This is an optimization exercise on Yosys and OpenROAD, whose aim is small area, not a production implementation.
Only simulation tests tie the RTL to the original design; equivalence was not proved.
No activity file was given, so power comes from the tool's default toggle rates.

<file path="design/flow/run.sh">
#!/bin/bash
# synth_recipe.tcl (not shown) runs the flow's synth.tcl, then flattens the netlist and writes it again
# the make line also repeats each setting of config.mk as NAME=value (left out here)
make -C /OpenROAD-flow-scripts/flow DESIGN_CONFIG=/design/flow/config.mk WORK_HOME=/design/flow/orfs CLKGATE_MAP_FILE= SYNTH_SCRIPT=/design/flow/synth_recipe.tcl finish
</file>
<file path="design/flow/config.mk">
export PLATFORM = sky130hd
export DESIGN_NAME = Top_stopwatch
export DESIGN_NICKNAME = Top_stopwatch
export VERILOG_FILES = /design/flow/design.v
export SDC_FILE = /design/flow/constraint.sdc
export NUM_CORES = 4
export LEC_CHECK = 0
export CAP_MARGIN = 20
export CORE_MARGIN = 2
export CORE_UTILIZATION = 40
export SLEW_MARGIN = 20
</file>
<file path="design/flow/constraint.sdc">
create_clock -name core_clock -period 15.0 [get_ports {clk}]
set_input_delay 3.0000 -clock core_clock [delete_from_list [all_inputs] [get_ports {clk}]]
set_output_delay 3.0000 -clock core_clock [all_outputs]
set_load 0.01 [all_outputs]
</file>
<file path="design/flow/design.v">
`timescale 1ns / 1ps
module btn_debounce(
    input clk,
    input reset,
    input i_btn,
    output o_btn
    );
    reg [7:0] q_reg, q_next;     
    reg edge_detect;
    wire btn_debounce;
    parameter DB_COUNT = 16;
    reg [$clog2(DB_COUNT)-1:0] counter;
    reg r_1khz;
    always @(posedge clk, posedge reset) begin
        if (reset) begin
            counter <= 0;
            r_1khz <=0;
        end else begin
            if (counter == DB_COUNT - 1) begin
                counter <= 0;
                r_1khz <= 1'b1;  
            end else begin   
                counter <= counter + 1;
                r_1khz <= 1'b0; 
            end
        end
    end
    always @(posedge clk, posedge reset) begin
        if (reset) begin
            q_reg <= 0;
        end else if (r_1khz) begin
            q_reg <= q_next;
        end
    end
    always @(i_btn, r_1khz) begin    
        q_next = {i_btn,q_reg[7:1]} ;    
    end
    assign btn_debounce = &q_reg;
    always @(posedge clk, posedge reset) begin
        if (reset) begin
            edge_detect <= 1'b0;
        end else begin
            edge_detect <= btn_debounce;
        end
    end
    assign o_btn = btn_debounce & (~edge_detect);
endmodule
`timescale 1ns / 1ps
module stopwatch_cu (
    input clk,
    input reset,
    input mode,
    input i_btn_run,
    input i_btn_clear,
    output reg o_run,
    output reg o_clear
);
    parameter STOP = 2'b00, RUN = 2'b01, CLEAR = 2'b10;
    reg [1:0] state, next;
    always @(posedge clk, posedge reset) begin
        if (reset) begin
            state <= STOP;
        end else begin
            state <= next;
        end
    end
    always @(*) begin
        next = state;
        case (state)
            STOP: begin
                if (!mode & i_btn_run) begin
                    next = RUN;
                end else if (!mode & i_btn_clear) begin
                    next = CLEAR;
                end
            end
            RUN: begin
                if (!mode & i_btn_run) begin
                    next = STOP;
                end
            end
            CLEAR: begin
                if (!mode & i_btn_clear == 0) begin
                    next = STOP;
                end
            end
            default: next = state;
        endcase
    end
    always @(*) begin
        o_run   = 0;
        o_clear = 0;
        case (state)
            STOP: begin
                o_run   = 1'b0;
                o_clear = 1'b0;
            end
            RUN: begin
                o_run   = 1'b1;
                o_clear = 1'b0;
            end
            CLEAR: begin
                o_clear = 1'b1;
            end
        endcase
    end
endmodule
`timescale 1ns / 1ps
module stopwatch_dp (
    input clk,
    input reset,
    input run,
    input clear,
    output [6:0] msec,
    output [6:0] sec,
    output [6:0] min,
    output [6:0] hour
);
    wire w_clk_100hz, tick_sec, tick_min;
    clk_div_100 clk_div_100 (
        .clk  (clk),
        .reset(reset),
        .run  (run),
        .clear(clear),
        .o_clk(w_clk_100hz)
    );
    time_counter #(
        .TICK_COUNT(100)
    ) time_counter_msec (
        .clk(clk),
        .reset(reset),
        .tick(w_clk_100hz),
        .clear(clear),
        .o_time(msec),
        .o_tick(tick_msec)
    );
    time_counter #(
        .TICK_COUNT(60)
    ) time_counter_sec (
        .clk(clk),
        .reset(reset),
        .tick(tick_msec),
        .clear(clear),
        .o_time(sec),
        .o_tick(tick_sec)
    );
    time_counter #(
        .TICK_COUNT(60)
    ) time_counter_min (
        .clk(clk),
        .reset(reset),
        .tick(tick_sec),
        .clear(clear),
        .o_time(min),
        .o_tick(tick_min)
    );
    time_counter #(
        .TICK_COUNT(24)
    ) time_counter_hour (
        .clk(clk),
        .reset(reset),
        .tick(tick_min),
        .clear(clear),
        .o_time(hour),
        .o_tick()
    );
endmodule
module time_counter (
    input clk,
    input reset,
    input tick,
    input clear,
    output [6:0] o_time,
    output o_tick
);
    parameter TICK_COUNT = 100;
    reg [$clog2(TICK_COUNT)-1:0] count_reg, count_next;
    reg tick_reg, tick_next;
    assign o_time = count_reg;
    assign o_tick = tick_reg;
    always @(posedge clk, posedge reset) begin
        if (reset) begin
            count_reg <= 0;
            tick_reg  <= 0;
        end else begin
            count_reg <= count_next;
            tick_reg  <= tick_next;
        end
    end
    always @(*) begin
        count_next = count_reg;
        tick_next  = 1'b0;
        if (clear) begin
            count_next = 0;
        end else if (tick) begin
            if (count_reg == TICK_COUNT - 1) begin
                count_next = 0;
                tick_next  = 1'b1;
            end else begin
                count_next = count_reg + 1;
                tick_next  = 1'b0;
            end
        end
    end
endmodule
module clk_div_100 (
    input  clk,
    input  reset,
    input  run,
    input  clear,
    output o_clk
);
    parameter FCOUNT = 2;   
    reg [$clog2(FCOUNT)-1:0] count_reg, count_next;
    reg clk_reg, clk_next;
    assign o_clk = clk_reg;
    always @(posedge clk, posedge reset) begin
        if (reset) begin
            count_reg <= 0;
            clk_reg   <= 0;
        end else begin
            count_reg <= count_next;
            clk_reg   <= clk_next;
        end
    end
    always @(*) begin
        count_next = count_reg;
        clk_next   = 1'b0;
        if (clear == 1'b1) begin
            count_next = 0;
            clk_next   = 0;
        end else if (run == 1'b1) begin
            if (count_reg == FCOUNT - 1) begin
                count_next = 0;
                clk_next   = 1'b1;
            end else begin
                count_next = count_reg + 1;
                clk_next   = 1'b0;
            end
        end
    end
endmodule
`timescale 1ns / 1ps
module watch_cu (
    input clk,
    input reset,
    input mode,
    input i_btn_sec,
    input i_btn_min,
    input i_btn_hour,
    output reg o_btn_sec,
    output reg o_btn_min,
    output reg o_btn_hour
);
    parameter WATCH = 2'b00, SEC_UP = 2'b01, MIN_UP = 2'b10, HOUR_UP = 2'b11;
    reg [1:0] state, next;
    always @(posedge clk, posedge reset) begin
        if (reset) begin
            state <= WATCH;
        end else begin
            state <= next;
        end
    end
    always @(*) begin
        next = state;
        case (state)
            WATCH: begin
                if (mode & i_btn_sec) begin
                    next = SEC_UP;
                end else if (mode & i_btn_min) begin
                    next = MIN_UP;
                end else if (mode & i_btn_hour) begin
                    next = HOUR_UP;
                end
            end
            SEC_UP: begin
                if (mode & i_btn_sec == 0) begin
                    next = WATCH;
                end
            end
            MIN_UP: begin
                if (mode & i_btn_min == 0) begin
                    next = WATCH;
                end
            end
            HOUR_UP: begin
                if (mode & i_btn_hour == 0) begin
                    next = WATCH;
                end
            end
            default: next = state;
        endcase
    end
    always @(*) begin
        o_btn_sec  = 0;
        o_btn_min  = 0;
        o_btn_hour = 0;
        case (state)
            WATCH: begin
                o_btn_sec  = 1'b0;
                o_btn_min  = 1'b0;
                o_btn_hour = 1'b0;
            end
            SEC_UP: begin
                o_btn_sec  = 1'b1;
                o_btn_min  = 1'b0;
                o_btn_hour = 1'b0;
            end
            MIN_UP: begin
                o_btn_sec  = 1'b0;
                o_btn_min  = 1'b1;
                o_btn_hour = 1'b0;
            end
            HOUR_UP: begin
                o_btn_sec  = 1'b0;
                o_btn_min  = 1'b0;
                o_btn_hour = 1'b1;
            end
        endcase
    end
endmodule
`timescale 1ns / 1ps
module watch_dp (
    input clk,
    input reset,
    input btn_sec,
    input btn_min,
    input btn_hour,
    output [6:0] msec,
    output [6:0] sec,
    output [6:0] min,
    output [6:0] hour
);
    wire w_clk_100hz, tick_sec, tick_min;
    clk_div_100 clk_div_100 (
        .clk  (clk),
        .reset(reset),
        .run  (1),
        .clear(0),
        .o_clk(w_clk_100hz)
    );
    time_show #(
        .TICK_COUNT(100),
        .INITIAL_VALUE(0)
    ) time_msec (
        .clk(clk),
        .reset(reset),
        .tick(w_clk_100hz),
        .btn_up(1'b0),
        .o_time(msec),
        .o_tick(tick_msec)
    );
    time_show #(
        .TICK_COUNT(60),
        .INITIAL_VALUE(0)
    ) time_sec (
        .clk(clk),
        .reset(reset),
        .tick(tick_msec),
        .btn_up(btn_sec),
        .o_time(sec),
        .o_tick(tick_sec)
    );
    time_show #(
        .TICK_COUNT(60),
        .INITIAL_VALUE(0)
    ) time_min (
        .clk(clk),
        .reset(reset),
        .tick(tick_sec),
        .btn_up(btn_min),
        .o_time(min),
        .o_tick(tick_min)
    );
    time_show #(
        .TICK_COUNT(24),
        .INITIAL_VALUE(12)
    ) time_hour (
        .clk(clk),
        .reset(reset),
        .tick(tick_min),
        .btn_up(btn_hour),
        .o_time(hour),
        .o_tick()
    );
endmodule
module time_show (
    input clk,
    input reset,
    input tick,
    input btn_up,
    output [6:0] o_time,
    output o_tick
);
    parameter TICK_COUNT = 100, INITIAL_VALUE = 0;
    reg [$clog2(TICK_COUNT)-1:0] count_reg, count_next;
    reg tick_reg, tick_next;
    assign o_time = count_reg;
    assign o_tick = tick_reg;
    always @(posedge clk, posedge reset) begin
        if (reset) begin
            count_reg <= INITIAL_VALUE;
            tick_reg  <= 0;
        end else begin
            count_reg <= count_next;
            tick_reg  <= tick_next;
        end
    end
    always @(*) begin
        count_next = count_reg;
        tick_next  = 1'b0;
        if (btn_up) begin
            count_next = count_reg + 1;
        end  
        if (tick) begin
            if (count_reg == TICK_COUNT - 1) begin
                count_next = 0;
                tick_next  = 1'b1;
            end else begin
                count_next = count_reg + 1;
                tick_next  = 1'b0;
            end
        end
        if(count_next >= TICK_COUNT) begin
            count_next = 0;
            tick_next = 1'b1;
        end
    end
endmodule
`timescale 1ns / 1ps
module fnd_controller (
    input clk,
    input reset,
    input sw_time_mode,
    input [6:0] msec,
    input [6:0] sec,
    input [6:0] min,
    input [6:0] hour,
    output [7:0] fnd_font,
    output [3:0] fnd_comm
);
    wire [3:0]  w_bcd, w_bcd1, w_bcd2, w_dot,
                w_digit_msec_1, w_digit_msec_10, 
                w_digit_sec_1, w_digit_sec_10,
                w_digit_min_1, w_digit_min_10,
                w_digit_hour_1, w_digit_hour_10;
    wire [2:0] w_seg_sel;
    wire w_clk_100hz;
    clk_divider U_Clk_Divider (
        .clk  (clk),
        .reset(reset),
        .o_clk(w_clk_100hz)
    );
    counter_8 U_Counter_8 (
        .clk  (clk),
        .en   (w_clk_100hz),
        .reset(reset),
        .o_sel(w_seg_sel)
    );
    decoder_3x8 U_decoder_3x8 (
        .seg_sel (w_seg_sel),
        .seg_comm(fnd_comm)
    );
    digit_splitter U_Msec_ds (
        .bcd(msec),
        .digit_1(w_digit_msec_1),
        .digit_10(w_digit_msec_10)
    );
    digit_splitter U_sec_ds (
        .bcd(sec),
        .digit_1(w_digit_sec_1),
        .digit_10(w_digit_sec_10)
    );
    digit_splitter U_min_ds (
        .bcd(min),
        .digit_1(w_digit_min_1),
        .digit_10(w_digit_min_10)
    );
    digit_splitter U_hour_ds (
        .bcd(hour),
        .digit_1(w_digit_hour_1),
        .digit_10(w_digit_hour_10)
    );
    comparator_msec U_Comp_dot (
        .msec(msec),
        .dot (w_dot)
    );
    mux_8x1 U_Mux_8x1_msec_sec (
        .sel(w_seg_sel),
        .x_0(w_digit_msec_1),
        .x_1(w_digit_msec_10),
        .x_2(w_digit_sec_1),
        .x_3(w_digit_sec_10),
        .x_4(4'ha),
        .x_5(4'ha),
        .x_6(w_dot),
        .x_7(4'ha),
        .y  (w_bcd1)
    );
    mux_8x1 U_Mux_8x1_min_hour (
        .sel(w_seg_sel),
        .x_0(w_digit_min_1),
        .x_1(w_digit_min_10),
        .x_2(w_digit_hour_1),
        .x_3(w_digit_hour_10),
        .x_4(4'ha),
        .x_5(4'ha),
        .x_6(w_dot),
        .x_7(4'ha),
        .y  (w_bcd2)
    );
    mux_2x1 U_mux_2x1 (
        .sel(sw_time_mode),
        .x_0(w_bcd1),
        .x_1(w_bcd2),
        .y  (w_bcd)
    );
    bcdtoseg U_bcdtoseg (
        .bcd(w_bcd),     
        .seg(fnd_font)
    );
endmodule
module clk_divider (
    input  clk,
    input  reset,
    output o_clk
);
    parameter FCOUNT = 4;   
    reg [$clog2(FCOUNT)-1:0] r_counter;
    reg r_clk;
    assign o_clk = r_clk;
    always @(posedge clk, posedge reset) begin
        if (reset) begin  
            r_counter <= 0;   
            r_clk <= 1'b0;
        end else begin
            if (r_counter == FCOUNT - 1) begin
                r_counter <= 0;
                r_clk <= 1'b1;   
            end else begin
                r_counter <= r_counter + 1;
                r_clk <= 1'b0;   
            end
        end
    end
endmodule
module comparator_msec (
    input  [6:0] msec,
    output [3:0] dot
);
    assign dot = (msec < 50) ? 4'hf : 4'ha;
endmodule
module counter_8 (
    input        clk,
    input        en,
    input        reset,
    output [3:0] o_sel
);
    reg [3:0] r_counter;
    assign o_sel = r_counter;
    always @(posedge clk, posedge reset) begin
        if (reset) begin
            r_counter <= 0;
        end else if (en) begin
            r_counter <= r_counter + 1;
        end
    end
endmodule
module digit_splitter (
    input  [6:0] bcd,
    output [3:0] digit_1,
    output [3:0] digit_10
);
    assign digit_1  = bcd % 10;   
    assign digit_10 = bcd / 10 % 10;   
endmodule
module decoder_3x8 (
    input [2:0] seg_sel,
    output reg [3:0] seg_comm
);
    always @(seg_sel) begin
        case (seg_sel)
            3'b000:  seg_comm = 4'b1110;
            3'b001:  seg_comm = 4'b1101;
            3'b010:  seg_comm = 4'b1011;
            3'b011:  seg_comm = 4'b0111;
            3'b100:  seg_comm = 4'b1110;
            3'b101:  seg_comm = 4'b1101;
            3'b110:  seg_comm = 4'b1011;
            3'b111:  seg_comm = 4'b0111;
            default: seg_comm = 4'b1110;
        endcase
    end
endmodule
module mux_8x1 (
    input [2:0] sel,
    input [3:0] x_0,
    input [3:0] x_1,
    input [3:0] x_2,
    input [3:0] x_3,
    input [3:0] x_4,
    input [3:0] x_5,
    input [3:0] x_6,
    input [3:0] x_7,
    output reg [3:0] y
);
    always @(*) begin
        case (sel)
            3'b000:  y = x_0;
            3'b001:  y = x_1;
            3'b010:  y = x_2;
            3'b011:  y = x_3;
            3'b100:  y = x_4;
            3'b101:  y = x_5;
            3'b110:  y = x_6;
            3'b111:  y = x_7;
            default: y = 4'bx;
        endcase
    end
endmodule
module mux_2x1 (
    input sel,
    input [3:0] x_0,
    input [3:0] x_1,
    output reg [3:0] y
);
    always @(*) begin
        case (sel)
            1'b0: y = x_0;
            1'b1: y = x_1;
            default: y = 4'bx;
        endcase
    end
endmodule
module bcdtoseg (
    input [3:0] bcd,   
    output reg [7:0] seg
);
    always @(bcd) begin
        case (bcd)
            4'h0: seg = 8'hc0;
            4'h1: seg = 8'hF9;
            4'h2: seg = 8'hA4;
            4'h3: seg = 8'hB0;
            4'h4: seg = 8'h99;
            4'h5: seg = 8'h92;
            4'h6: seg = 8'h82;
            4'h7: seg = 8'hf8;
            4'h8: seg = 8'h80;
            4'h9: seg = 8'h90;
            4'hf: seg = 8'h7f;  
            default: seg = 8'hff;  
        endcase
    end
endmodule
module Top_stopwatch (
    input clk,
    input reset,
    input btnL,
    input btnR,
    input btnU,
    input btnD,
    input sw_mode,
    input sw_time_mode,
    output [3:0] led,
    output [3:0] fnd_comm,
    output [7:0] fnd_font
);
    assign led = (sw_mode)? (sw_time_mode)?4'b1000:4'b0100:(sw_time_mode)?4'b0010:4'b0001;
    wire w_btnL, w_btnR, run, clear;
    wire [6:0] s_msec, s_sec, s_min, s_hour;
    wire [6:0] w_msec, w_sec, w_min, w_hour;
    wire [6:0] o_msec, o_sec, o_min, o_hour;
    btn_debounce U_btn_left (
        .clk  (clk),
        .reset(reset),
        .i_btn(btnL),
        .o_btn(w_btnL)
    );
    btn_debounce U_btn_right (
        .clk  (clk),
        .reset(reset),
        .i_btn(btnR),
        .o_btn(w_btnR)
    );
    btn_debounce U_btn_up (
        .clk  (clk),
        .reset(reset),
        .i_btn(btnU),
        .o_btn(w_btnU)
    );
    btn_debounce U_btn_down (
        .clk  (clk),
        .reset(reset),
        .i_btn(btnD),
        .o_btn(w_btnD)
    );
    stopwatch_cu Stopwatch_CU (
        .clk(clk),
        .reset(reset),
        .mode(sw_mode),
        .i_btn_run(w_btnL),
        .i_btn_clear(w_btnR),
        .o_run(run),
        .o_clear(clear)
    );
    stopwatch_dp Stopwatch_DP (
        .clk  (clk),
        .reset(reset),
        .run  (run),
        .clear(clear),
        .msec (s_msec),
        .sec  (s_sec),
        .min  (s_min),
        .hour (s_hour)
    );
    watch_cu U_Watch_CU (
        .clk(clk),
        .reset(reset),
        .mode(sw_mode),
        .i_btn_sec(w_btnU),
        .i_btn_min(w_btnD),
        .i_btn_hour(w_btnL),
        .o_btn_sec(w_btn_sec),
        .o_btn_min(w_btn_min),
        .o_btn_hour(w_btn_hour)
    );
    watch_dp Watch_DP (
        .clk(clk),
        .reset(reset),
        .btn_sec(w_btn_sec),
        .btn_min(w_btn_min),
        .btn_hour(w_btn_hour),
        .msec(w_msec),
        .sec(w_sec),
        .min(w_min),
        .hour(w_hour)
    );
    mux_2x1_watch U_mux_watch_sw (
        .sel(sw_mode),
        .s_msec(s_msec),
        .s_sec(s_sec),
        .s_min(s_min),
        .s_hour(s_hour),
        .w_msec(w_msec),
        .w_sec(w_sec),
        .w_min(w_min),
        .w_hour(w_hour),
        .o_msec(o_msec),
        .o_sec(o_sec),
        .o_min(o_min),
        .o_hour(o_hour)
    );
    fnd_controller U_Fnd_Ctrl (
        .clk(clk),
        .reset(reset),
        .sw_time_mode(sw_time_mode),
        .msec(o_msec),
        .sec(o_sec),
        .min(o_min),
        .hour(o_hour),
        .fnd_font(fnd_font),
        .fnd_comm(fnd_comm)
    );
endmodule
module mux_2x1_watch (
    input sel,
    input [6:0] s_msec,
    input [6:0] s_sec,
    input [6:0] s_min,
    input [6:0] s_hour,
    input [6:0] w_msec,
    input [6:0] w_sec,
    input [6:0] w_min,
    input [6:0] w_hour,
    output reg [6:0] o_msec,
    output reg [6:0] o_sec,
    output reg [6:0] o_min,
    output reg [6:0] o_hour
);
    always @(*) begin
        case (sel)
            1'b0: begin
                o_msec = s_msec;
                o_sec  = s_sec;
                o_min  = s_min;
                o_hour = s_hour;
            end
            1'b1: begin
                o_msec = w_msec;
                o_sec  = w_sec;
                o_min  = w_min;
                o_hour = w_hour;
            end
        endcase
    end
endmodule
</file>
==> run summary <==
-- power groups by stage --
| stage | clock, W | combinational, W | sequential (W) |
|---|---|---|---|
| 5_1_grt | 0.000406 | 0.0000706 | 0.000346 |
| 3_3_place_gp | 0 | 0.0000630 | 0.000351 |
| 6_report | 0.000382 | 0.0000621 | 0.000345 |
| 3_5_place_dp | 0 | 0.0000629 | 0.000351 |
| 2_1_floorplan | 0 | 0.0000496 | 0.000350 |
| 4_1_cts | 0.000391 | 0.0000632 | 0.000345 |
-- per-layer routing --
| metal | routed length [um] | vias to the layer above | track usage (%) |
|---|---|---|---|
| met5 | 0 | - | 0 |
| met4 | 265 | 0 | 5.524 |
| met3 | 709 | 23 | 3.119 |
| met2 | 8080 | 147 | 25.88 |
| met1 | 8723 | 3205 | 23.84 |
| li1 | - | 3320 | - |
-- cell usage after synthesis, types with 5 or more instances --
master / number / area, um^2
a21oi_1: 46 / 230.2
nand2b_1: 13 / 81.33
mux2_2: 39 / 439.2
xnor2_1: 11 / 96.34
o31ai_1: 6 / 45.04
and3_1: 8 / 50.05
buf_2: 12 / 60.06
inv_1: 39 / 146.4
o22ai_1: 7 / 43.79
mux4_2: 9 / 202.7
dfrtp_1: 122 / 3053
a311oi_1: 8 / 70.07
nand2_1: 61 / 229.0
o32ai_1: 5 / 43.79
nor3b_1: 10 / 75.07
ha_1: 40 / 500.5
nor2b_1: 6 / 37.54
a211oi_1: 10 / 75.07
clkbuf_1: 31 / 116.4
o21bai_1: 5 / 37.54
xor2_1: 20 / 175.2
nor2_1: 93 / 349.1
nand4_1: 30 / 187.7
or3_1: 5 / 31.28
o21ai_0: 42 / 210.2
nor3_1: 22 / 110.1
o211ai_1: 5 / 37.54
mux2i_1: 35 / 350.3
nand3_1: 27 / 135.1
o21ai_1: 7 / 35.03
a21o_1: 9 / 67.56
-- area by class of cell --
| type | instances | area (um^2) |
|---|---|---|
| clock buffer | 19 | 432.9 |
| fill | 2034 | 11500 |
| tap | 275 | 344.1 |
| clock inverter | 13 | 121.4 |
| inverter | 44 | 167.7 |
| multi-input combinational | 680 | 4881 |
| sequential | 124 | 3105 |
| timing repair buffer | 28 | 266.5 |
-- metrics by stage --
step / instance area [um^2] / power (W) / hold slack (ns)
global placement: 8761 / 0.0004137 / 0.3627
finish: 9319 / 0.0007886 / 0.3732
detailed placement: 8761 / 0.0004138 / 0.3633
floorplan: 8407 / 0.0003992 / 0.3537
global route: 9319 / 0.0008225 / 0.4057
CTS: 9315 / 0.0007989 / 0.3752
-- worst paths after layout --
check,startpoint,endpoint,slack (ns),cells past startpoint
max in group asynchronous,reset,Watch_DP.time_msec.count_reg[1]$_DFF_PP0_,10.93,3
min in group asynchronous,reset,U_btn_left.counter[1]$_DFF_PP0_,2.98,2
max reg2reg,Watch_DP.time_msec.count_reg[0]$_DFF_PP0_,Watch_DP.time_msec.count_reg[4]$_DFF_PP0_,12.75,10
min,Watch_DP.clk_div_100.count_reg$_DFF_PP0_,Watch_DP.clk_div_100.clk_reg$_DFF_PP0_,0.37,0
max,sw_mode,fnd_font[3],2.89,23
min reg2reg,Watch_DP.clk_div_100.count_reg$_DFF_PP0_,Watch_DP.clk_div_100.clk_reg$_DFF_PP0_,0.37,0
-- logic make-up after synthesis --
group                    Yosys count  share of synthesized area [%]
flip-flops                       124                          36.94
multiplexers                      83                          11.80
AND/OR/NAND/NOR                  305                          18.11
AO/OA/AOI/OAI                    219                          18.72
XOR/XNOR                          31                          3.230
adder cells (fa/ha/maj)           42                          6.191
buffers and inverters             97                          5.001
==> reports/metrics.yaml <==
outcome:
  outcome: "no timing/DRC/antenna violations"
yosys:
  netlist_area_um2: 8407
  async_flop_share_pct: 100.0
  syn_nets: 949
  netlist_instances: 901
  yosys_most_used_dff: "dfrtp_1"
  synth.avg_cell_area_um2: 9.331
  yosys_register_bits: 124
  synth_edf_count: 0
  synth_warnings: 27
  yosysSeqAreaShare_pct: 36.94
  synth_cell_types: 91
job:
  drv_cap: 0
cells_and_area:
  final_util_pct: 44.75
  stdcell_count: 1183
  final_cell_mix: "dfrtp_1, nor2_1, nand2_1, a21oi_1, o21ai_0"
  nNetsFinal: 943
  diodes: 0
  syn_to_final_growth_pct: 10.85
  layout_commonest_cell: "dfrtp_1"
  drive_gt1_share_pct: 12.11
timing:
  rsz0062_at_grt: "false"
  fmax_ghz: 0.08256
  slew_viol_final: 0
  clock_skew_ns: 0.005794
  post-route-period-util_pct: 80.75
  setup_slack_ns: 2.888
  setup_viol: 0
  max_slew_margin_pct: 31.36
  tightest_slew_ns: 1.030
  timing.final.crit_period_ns: 12.11
  finalSetupTns_ns: 0
  finalHoldViolCount: 0
worst_setup_path:
  arrival_ns: 9.11
  start_kind: "input port"
  crit_family: "compound AO/OA/AOI/OAI gates"
  path_class: "input port to primary output"
  cp_common_cell: "ha_1"
  required_ns: 12.00
  cp_num_buf_inv: 6
  crit_path_max_incr_delay_ns: 0.59
  cp_max_fo: 31
  worstPathCellList: "buf_2 > buf_4 > mux2i_1 > o32ai_2 > inv_2 > ha_1 > nand2b_1 > ha_1 > nand2b_1 > nor2_1 > o31a_1 > nor4_1 > a211o_1 > a21oi_1 > mux2i_1 > a21oi_1 > a21boi_2 > inv_1 > ha_1 > inv_1 > and4b_1 > a211oi_2 > clkdlybuf4s50_1"
  cp_slowest_cell: "buf_2"
  end_kind: "primary output"
power_and_ir_drop:
  pwr-share-clk_pct: 48.4
  p_seq_share_pct: 43.7
  combPwrFrac_pct: 7.9
  net-switching-power_w: 0.0001987
  p_int_w: 0.0005899
  peakVddDrop_v: 0.0001109
  p_per_area_nw_per_um2: 84.63
  p_leak_nw: 3.985
  swShare_pct: 25.20
clock_network:
  clk_path_buf_depth: 2
  numCtsBuffers: 17
  cts-resized-gates: 0
  holdBufCountCts: 0
  clk_pin_slew_ns: 0.05
  cts_tree: "built"
  ctsRootBufferMaster: "clkbuf_16"
  clock_sinks: 124
  clk_latency_ns: 0.42
  h-tree-depth: 4
  postCtsSetupBuffers: 0
global_routing:
  grt_pass1_wl_um: 30330
  grt_max_degree: 81
  grt_overflow: 0
  groute.usage.overall_pct: 16.78
  grt_pass1_vias: 6157
  antenna_found_initial: 0
route:
  firstDrtPassIters: 5
  detail-route-antenna-nets: 0
  vias_per_cell: 5.659
  post-route-drc-count: 0
  wl_per_cell_um: 15.03
  num_vias: 6695
  drt_wl_total_um: 17780
  drt_iter0_markers: 433
place:
  dp.cells: 1151
  dp_slack_ns: 2.931
  port_buffers: 23
  dp_hpwl_um: 12720
  gp_congestion: 0.8712
hold_path:
  min_path_type: "flip-flop to flip-flop"
die:
  rows: 53
  initial_core_util_pct: 40.37
  die_w_um: 149.0
  core-area_um2: 20820
  die_h_um: 149.0
  design.die.area_um2: 22190
  io_pins: 24

[afterwards: timing with drivers on the ports]
Ports are ideal in the flow. The routed layout listed here was re-timed in OpenROAD.
Step 1 sets driving cells, clkbuf_16 on the clock port and buf_2 on the other inputs (assumed; they add their load-dependent delay and slew).
Step 2 moves the port delays by t, midway between the first and last clock arrival at a register: inputs arrive t later, outputs are due t later. That takes back most of the time a late clock gives input paths.
Slacks: ideal ports / drivers / drivers and shift; pairs: ideal ports / drivers.
t (ns): 0.458
slack for setup (ns): 2.888 / 2.865 / 2.865
worst hold slack (ns): 0.373 / 0.373 / 0.373
worst setup path at the end: input to output
slew at the worst register clock pin (ns): 0.06 / 0.06
After both steps setup and hold are still met in this run. For this run, drivers alone change the setup slack by -0.023 ns; drivers and shift together by -0.023 ns.
